From an optimization exercise on the open Yosys and OpenROAD flow, aimed at small area; shortcuts taken in it are not production practice.
RTL that was checked went through simulation tests only; none was proved equivalent to the original.
Power and IR drop assume default switching activity.

==> exp/raven <==
## RV32I_Processor
module RV32I_Processor (
    input clk,
    input reset,
    input [31:0] branch_target,
    input [31:0] jump_target,
    input interrupt_taken,
    input [31:0] interrupt_vector,
    input stall,
    input [255:0] instruction_memory_input,
    output [31:0] pc,
    output [31:0] alu_result,
    output wire [31:0] instruction,
    output reg_write,
    output [31:0] read_data1,
    output [31:0] read_data2,
    output zero,
    input [5:0] alu_control,
    output exception
);
    wire branch_taken, jump_taken, imm_select;
    InstructionFetch IF (
        .clk(clk),
        .reset(reset),
        .branch_target(branch_target),
        .branch_taken(branch_taken),
        .jump_taken(jump_taken),
        .jump_target(jump_target),
        .interrupt_taken(interrupt_taken),
        .interrupt_vector(interrupt_vector),
        .stall(stall),
        .instruction_memory_input(instruction_memory_input),
        .pc(pc),
        .instruction(instruction),
        .exception(exception)
    );
    RegisterFile RF (
        .clk(clk),
        .reset(reset),
        .rs1(instruction[19:15]),
        .rs2(instruction[24:20]),
        .rd(instruction[11:7]),
        .write_data(alu_result),
        .reg_write(reg_write),
        .read_data1(read_data1),
        .read_data2(read_data2)
    );
    ControlUnit CU (
        .opcode(instruction[6:0]),
        .reg_write(reg_write),
        .imm_select(imm_select),
        .branch_taken(branch_taken),
        .jump(jump_taken)
    );
    ALU ALU (
        .a(read_data1),
        .b(imm_select ? {{20{instruction[31]}}, instruction[31:20]} : read_data2),
        .op(alu_control),
        .alu_result(alu_result),
        .zero(zero)
    );
endmodule
export LEC_CHECK = 0
export ABC_AREA = 1
export CAP_MARGIN = 20
export CORE_MARGIN = 2
export CORE_UTILIZATION = 55
export PLACE_DENSITY = 0.65
export SLEW_MARGIN = 20
create_clock -name core_clock -period 240.0 [get_ports {clk}]
run.sh (not shown) runs the stock make flow with config.mk's settings and CLKGATE_MAP_FILE= SYNTH_SCRIPT=/design/flow/synth_recipe.tcl, a recipe that flattens the netlist after the stock synthesis.
==> inputs of exp/umber, as changes to exp/raven <==
- CORE_UTILIZATION: 55 -> 35
- PLACE_DENSITY: 0.65 -> 0.4
==> summary.txt <==
Outcome: exp/raven timing/DRC/antenna clean; exp/umber complete, but fails checks
Violated checks: exp/raven -; exp/umber max-capacitance violations, max-slew violations
Final HPWL from detailed placement: exp/raven 383300 µm; exp/umber 457300 µm
Die outline area: exp/raven 219100 µm²; exp/umber 343100 µm²
Vias per cell: exp/raven 6.848; exp/umber 5.932
Routability congestion estimate: exp/raven 1.098; exp/umber 1.025
Place WS: exp/raven -5240 ps; exp/umber -4310 ps
Footprint of the multi-input gates: exp/raven 64980 µm²; exp/umber 65000 µm²
Sequential share of cell area: exp/raven 34.98%; exp/umber 34.17%
Total length of routed met3 wires: exp/raven 89810 µm; exp/umber 58610 µm
Total number of nets in the final design: exp/raven 15476; exp/umber 15580
Placed Instance Area: exp/raven 127800 µm²; exp/umber 131000 µm²
Metal-1 WL: exp/raven 184900 µm; exp/umber 257500 µm
Number of gates resized after CTS: exp/raven 52; exp/umber 19
Power consumed by combinational cells: exp/raven 163 mW; exp/umber 162 mW
Start of the worst register-to-register path: exp/raven IF.pc[16]; exp/umber IF.pc[29]
No run of this note included a check of the RTL's function; only the layout flow was run.

---

==> inputs of run a <==
Another version of the RTL of RV32I_Processor (not shown whole).
==> module cdiv125, before the edit <==
module cdiv125 (
    input  [28:0] y,
    output [22:0] q
);
    wire [6:0]  r [0:29];
    wire [28:0] qq;
    assign r[29] = 7'd0;
    genvar k;
    generate
        for (k = 28; k >= 0; k = k - 1) begin : g_row
            wire [7:0] v = {r[k+1], y[k]};
            wire [6:0] c;
            wire [6:0] s;
            assign qq[k] = v[7] | (&v[6:2] & (v[1] | v[0]));
            assign s[0] = ~v[0];
            assign s[1] = ~(v[1] ^ v[0]);
            assign c[2] = v[1] | v[0];
            assign s[2] = v[2] ^ c[2];
            assign c[3] = v[2] & c[2];
            assign s[3] = v[3] ^ c[3];
            assign c[4] = v[3] & c[3];
            assign s[4] = v[4] ^ c[4];
            assign c[5] = v[4] & c[4];
            assign s[5] = v[5] ^ c[5];
            assign c[6] = v[5] & c[5];
            assign s[6] = v[6] ^ c[6];
            assign r[k] = qq[k] ? s : v[6:0];
        end
    endgenerate
    assign q = qq[22:0];
endmodule
==> flow/config.mk <==
export PLATFORM = sky130hd
export DESIGN_NAME = RV32I_Processor
export DESIGN_NICKNAME = RV32I_Processor
export VERILOG_FILES = /design/flow/design.v
export SDC_FILE = /design/flow/constraint.sdc
export NUM_CORES = 8
export LEC_CHECK = 0
export ABC_AREA = 1
export CAP_MARGIN = 30
export CORE_MARGIN = 2
export CORE_UTILIZATION = 45
export CTS_BUF_LIST = sky130_fd_sc_hd__clkbuf_16
export CTS_CLUSTER_DIAMETER = 100
export CTS_CLUSTER_SIZE = 24
export PLACE_DENSITY = 0.55
export SLEW_MARGIN = 20
==> flow/constraint.sdc <==
create_clock -name core_clock -period 240.0 [get_ports {clk}]
set_input_delay 48.0000 -clock core_clock [delete_from_list [all_inputs] [get_ports {clk}]]
set_output_delay 48.0000 -clock core_clock [all_outputs]
set_load 0.01 [all_outputs]
standard.sh (not shown) runs the stock make flow with config.mk's settings and CLKGATE_MAP_FILE= SYNTH_SCRIPT=/design/flow/synth_recipe.tcl, a recipe that flattens the netlist after the stock synthesis.
==> flow/flow/run.sh <==
#!/bin/bash
# Own layout flow: the standard flow (standard.sh, standard synthesis),
# with two changes:
#  - the port buffers are sky130_fd_sc_hd__buf_1 instead of the default;
#  - after global routing, ORFS's power recovery (RECOVER_POWER) downsizes
#    gates on paths with positive slack.
# The ORFS tools write their logs under orfs/logs/; the make output goes to
# standard.log.
set -euo pipefail
bash standard.sh "BUFFER_PORTS_ARGS=-buffer_cell sky130_fd_sc_hd__buf_1" \
    RECOVER_POWER=100 finish > standard.log 2>&1
==> run b: changes against run a <==
--- a/flow/design.v
+++ b/flow/design.v
@@ -139,30 +139,22 @@
     wire [6:0]  r [0:29];
     wire [28:0] qq;
     assign r[29] = 7'd0;
     genvar k;
     generate
         for (k = 28; k >= 0; k = k - 1) begin : g_row
             wire [7:0] v = {r[k+1], y[k]};
-            wire [6:0] c;
-            wire [6:0] s;
-            assign qq[k] = v[7] | (&v[6:2] & (v[1] | v[0]));
-            assign s[0] = ~v[0];
-            assign s[1] = ~(v[1] ^ v[0]);
+            wire [6:2] c;
             assign c[2] = v[1] | v[0];
-            assign s[2] = v[2] ^ c[2];
             assign c[3] = v[2] & c[2];
-            assign s[3] = v[3] ^ c[3];
             assign c[4] = v[3] & c[3];
-            assign s[4] = v[4] ^ c[4];
             assign c[5] = v[4] & c[4];
-            assign s[5] = v[5] ^ c[5];
             assign c[6] = v[5] & c[5];
-            assign s[6] = v[6] ^ c[6];
-            assign r[k] = qq[k] ? s : v[6:0];
+            assign qq[k] = v[7] | (v[6] & c[6]);
+            assign r[k] = v[6:0] ^ ({7{qq[k]}} & {c[6:2], ~v[0], 1'b1});
         end
     endgenerate
     assign q = qq[22:0];
 endmodule
 module mdarr (
     input  [31:0] r_init,    
     input  [31:0] y,         
==> flow/flow/run.sh (replaced) <==
#!/bin/bash
# Own layout flow: the standard flow (standard.sh, standard synthesis),
# except that the port buffers are sky130_fd_sc_hd__buf_1 instead of the
# default. The ORFS tools write their logs under orfs/logs/; the make output
# goes to standard.log.
set -euo pipefail
bash standard.sh "BUFFER_PORTS_ARGS=-buffer_cell sky130_fd_sc_hd__buf_1" finish > standard.log 2>&1
==> run c: changes against run a <==
--- a/flow/design.v
+++ b/flow/design.v
@@ -42,42 +42,35 @@
     wire o_pasb = (op == 6'b110011);
     wire o_gray = (op == 6'b110100);
     wire o_sqr  = (op == 6'b111000);
     wire o_half = (op == 6'b111001);
     wire o_scl  = (op == 6'b111010);
     wire o_pand = (op == 6'b111100);
     wire o_pxor = (op == 6'b111110);
-    wire divmode = o_div | o_mod | o_srl | o_sra | o_crs | o_bsel | o_half;
-    wire mulmode = o_mul | o_sqr | o_scl | o_sll | o_cls;
+    wire divmode = o_div | o_mod;
+    wire mulmode = o_mul | o_sqr | o_scl;
     wire cmpmode = o_min | o_max | o_eq | o_lt | o_gt | o_le | o_ge;
     wire addmode = o_add | o_sub | o_neg | o_inc | o_dec | cmpmode;
-    wire sh_mul = o_sll | o_cls;
-    wire sh_div = o_srl | o_sra | o_crs | o_bsel | o_half;
-    wire sh_neg = o_cls | o_crs;
-    wire [4:0] nb  = ~b[4:0] + 5'd1;           
-    wire [4:0] amt = sh_neg ? nb : o_half ? 5'd1 : b[4:0];
-    wire [31:0] oh = {32{sh_mul | sh_div}} & (32'd1 << amt);
-    wire [31:0] d  = ({32{~sh_div}} & b) | oh;  
-    wire [31:0] m  = o_sqr ? a : (sh_mul ? oh : b);  
+    wire [31:0] m = o_sqr ? a : b;             
     wire [32:0] big;                           
     assign big[0] = 1'b0;
     genvar gi;
     generate
         for (gi = 1; gi < 32; gi = gi + 1) begin : g_big
-            assign big[gi] = big[gi-1] | d[32-gi];
+            assign big[gi] = big[gi-1] | b[32-gi];
         end
     endgenerate
     wire [31:0] e = {32{divmode}} & ~big[31:0];
     wire [31:0] f = ({32{mulmode}} & m) | {31'd0, addmode};
     wire y_b   = o_add;
     wire y_nb  = divmode | o_sub | cmpmode;
     wire y_a   = mulmode;
     wire y_na  = o_neg;
     wire y_one = o_dec;
-    wire [31:0] arr_y = ({32{y_b}} & b) | ({32{y_nb}} & ~d) | ({32{y_a}} & a) |
+    wire [31:0] arr_y = ({32{y_b}} & b) | ({32{y_nb}} & ~b) | ({32{y_a}} & a) |
                         ({32{y_na}} & ~a) | {32{y_one}};
     wire arr_c = divmode | o_sub | cmpmode | o_neg | o_inc;
     wire [31:0] arr_r0 = {32{divmode | o_add | o_sub | o_inc | o_dec | cmpmode}} & a;
     wire [31:0] arr_r, arr_q, sum;
     wire        cout;
     mdarr u_arr (
         .r_init(arr_r0), .y(arr_y), .cin(arr_c), .e(e), .f(f),
@@ -92,43 +85,40 @@
                     ({4{o_nor}}  & 4'b0001) | ({4{o_xnor}} & 4'b1001) |
                     ({4{o_nota}} & 4'b0011) | ({4{o_andn}} & 4'b0100) |
                     ({4{o_pasb}} & 4'b1010) |
                     ({4{o_min & lt}}  & 4'b1100) | ({4{o_min & ~lt}} & 4'b1010) |
                     ({4{o_max & ~lt}} & 4'b1100) | ({4{o_max & lt}}  & 4'b1010);
     wire [31:0] lg = (a & b & {32{tt[3]}}) | (a & ~b & {32{tt[2]}}) |
                      (~a & b & {32{tt[1]}}) | (~a & ~b & {32{tt[0]}});
+    wire sh_l   = o_sll | o_cls;
+    wire sh_rev = o_cls | o_crs;
+    wire [4:0] nb = ~b[4:0] + 5'd1;            
+    wire [4:0] amt = sh_rev ? nb : o_half ? 5'd1 : b[4:0];
     wire rev_ok = ~|b[31:6] & (b[5] ? ~|b[4:0] : |b[4:0]);
-    wire [32:0] suf;                           
-    assign suf[32] = 1'b0;
-    generate
-        for (gi = 31; gi >= 0; gi = gi - 1) begin : g_suf
-            assign suf[gi] = suf[gi+1] | oh[gi];
-        end
-    endgenerate
-    wire [31:0] fill;
-    assign fill[0] = 1'b0;
-    generate
-        for (gi = 1; gi < 32; gi = gi + 1) begin : g_fill
-            assign fill[gi] = suf[32-gi];
-        end
-    endgenerate
-    wire en_q = o_srl | o_sra | o_half | (o_crs & rev_ok);
-    wire en_r = o_sll | (o_cls & rev_ok);
+    reg  [31:0] a_rev, sh_out_rev;
+    integer k;
+    always @(*) for (k = 0; k < 32; k = k + 1) a_rev[k] = a[31-k];
+    wire [31:0] sh_in = sh_l ? a_rev : a;
+    wire [31:0] sh_out = $signed({o_sra & a[31], sh_in}) >>> amt;
+    always @(*) for (k = 0; k < 32; k = k + 1) sh_out_rev[k] = sh_out[31-k];
+    wire en_shr = o_srl | o_sra | o_half | (o_crs & rev_ok);
+    wire en_shl = o_sll | (o_cls & rev_ok);
     wire [31:0] ab_and = a & (op[5] ? b : 32'hFFFFFFFF);
     wire red_or  = |ab_and;
     wire red_xor = ^ab_and;
     wire bit0 = ((o_rdor | o_pand) & red_or) | ((o_par | o_pxor) & red_xor) |
                 (o_eq & eq) | (o_lt & lt) | (o_gt & ~lt & ~eq) | (o_le & (lt | eq)) |
-                (o_ge & ~lt) | (o_bsel & arr_q[0]);
+                (o_ge & ~lt) | (o_bsel & sh_out[0]);
     assign alu_result =
-        ({32{o_mul | o_mod | o_sqr | o_add | o_sub | o_neg | o_inc | o_dec | en_r}} & arr_r) |
-        ({32{o_div | en_q}} & arr_q) |
-        ({32{o_sra & a[31]}} & fill) |
+        ({32{o_mul | o_mod | o_sqr | o_add | o_sub | o_neg | o_inc | o_dec}} & arr_r) |
+        ({32{o_div}} & arr_q) |
         ({32{o_scl}} & {9'd0, scaled}) |
         lg |
+        ({32{en_shr}} & sh_out) |
+        ({32{en_shl}} & sh_out_rev) |
         ({32{o_rol}} & {a[30:0], a[31]}) |
         ({32{o_ror}} & {a[0], a[31:1]}) |
         ({32{o_gray}} & (a ^ {1'b0, a[31:1]})) |
         ({32{o_ones & red_or}}) |
         {31'd0, bit0};
     assign zero = ~|alu_result;
 endmodule
==> flow/run.sh (new file) <==
#!/bin/bash
# synth_recipe.tcl (not shown) runs the flow's synth.tcl, then flattens the netlist and writes it again
# the make line also repeats each setting of config.mk as NAME=value (left out here)
make -C /OpenROAD-flow-scripts/flow DESIGN_CONFIG=/design/flow/config.mk WORK_HOME=/design/flow/orfs CLKGATE_MAP_FILE= SYNTH_SCRIPT=/design/flow/synth_recipe.tcl finish
==> flow/config.mk (replaced) <==
export PLATFORM = sky130hd
export DESIGN_NAME = RV32I_Processor
export DESIGN_NICKNAME = RV32I_Processor
export VERILOG_FILES = /design/flow/design.v
export SDC_FILE = /design/flow/constraint.sdc
export NUM_CORES = 8
export LEC_CHECK = 0
export ABC_AREA = 1
export CAP_MARGIN = 20
export CORE_MARGIN = 2
export CORE_UTILIZATION = 35
export CTS_BUF_LIST = sky130_fd_sc_hd__clkbuf_16
export CTS_CLUSTER_DIAMETER = 80
export CTS_CLUSTER_SIZE = 20
export PLACE_DENSITY = 0.4
export SLEW_MARGIN = 20
removed: flow/flow/run.sh
removed: flow/standard.sh
==> summary of the runs <==
Fmax, lowest first: run a, run b, run c.
Wire length, lowest first: run a, run b, run c.
First-iteration DRC count, highest first: run b, run c, run a.
In run c the count of clock-buffer cells in the layout is higher than in run a, by 34.
Run a completed, yet does not pass: capacitance limit, slew limit. Run b produced a clean layout. Run c finished clean.
==> figures <==
| item | run b | run a | run c |
|---|---|---|---|
| Outcome | timing/DRC/antenna clean | complete, but fails checks | timing/DRC/antenna clean |
| Violated checks | - | capacitance limit, slew limit | - |
| Largest stage delay on the critical path | 840 ps | 2560 ps | 970 ps |
| Count of cells along the worst hold path | 2 | 1 | 2 |
| Unique cell type count in the Yosys netlist | 111 | 106 | 91 |
| Data arrival time of the worst path | 159,160 ps | 51,290 ps | 157,790 ps |
| Post-synthesis net count | 13,807 | 14,223 | 14,817 |
| Detailed Route Iter0 Violations | 14,928 | 14,243 | 14,468 |
| DP Worst Slack | 34,560 ps | 32,170 ps | 35,030 ps |
| Netlist Area Pre-Place | 0.112 mm² | 0.115 mm² | 0.116 mm² |
| Multi-input gate count | 9,390 | 9,547 | 10,472 |

## separate check: timing with driven ports
Ports are ideal in the flow. The routed layouts listed here were re-timed in OpenROAD.
Step 1: set_driving_cell puts a clkbuf_16 on clk and a buf_2 on each other input, an assumption about the parent block.
Step 2, shift: input delay + t, output delay - t, t = (earliest + latest rising clock arrival at the registers) / 2. This alone moves slack from input paths to output paths.
Slacks: ideal ports / drivers / drivers and shift; pairs: ideal ports / drivers.
| run | t (ns) | slack for setup (ns) | worst setup path at the end | latest minus earliest clock arrival (ns) | pins driven straight from the clock port |
|---|---|---|---|---|---|
| exp/raven | 0.885 | 11.981 / 11.955 / 11.955 | input to output | 0.052 / 0.051 | 1 |
| exp/umber | 0.923 | 14.433 / 14.406 / 14.406 | input to output | 0.066 / 0.066 | 1 |
| run a | 0.873 | 21.352 / 21.320 / 21.320 | input to output | 0.074 / 0.074 | 1 |
| run b | 0.881 | 32.842 / 32.803 / 32.803 | input to output | 0.079 / 0.079 | 1 |
| run c | 0.964 | 34.206 / 34.161 / 34.161 | input to output | 0.145 / 0.145 | 1 |
For run c, which loses most, drivers alone change the setup slack by -0.045 ns; drivers and shift together by -0.045 ns.
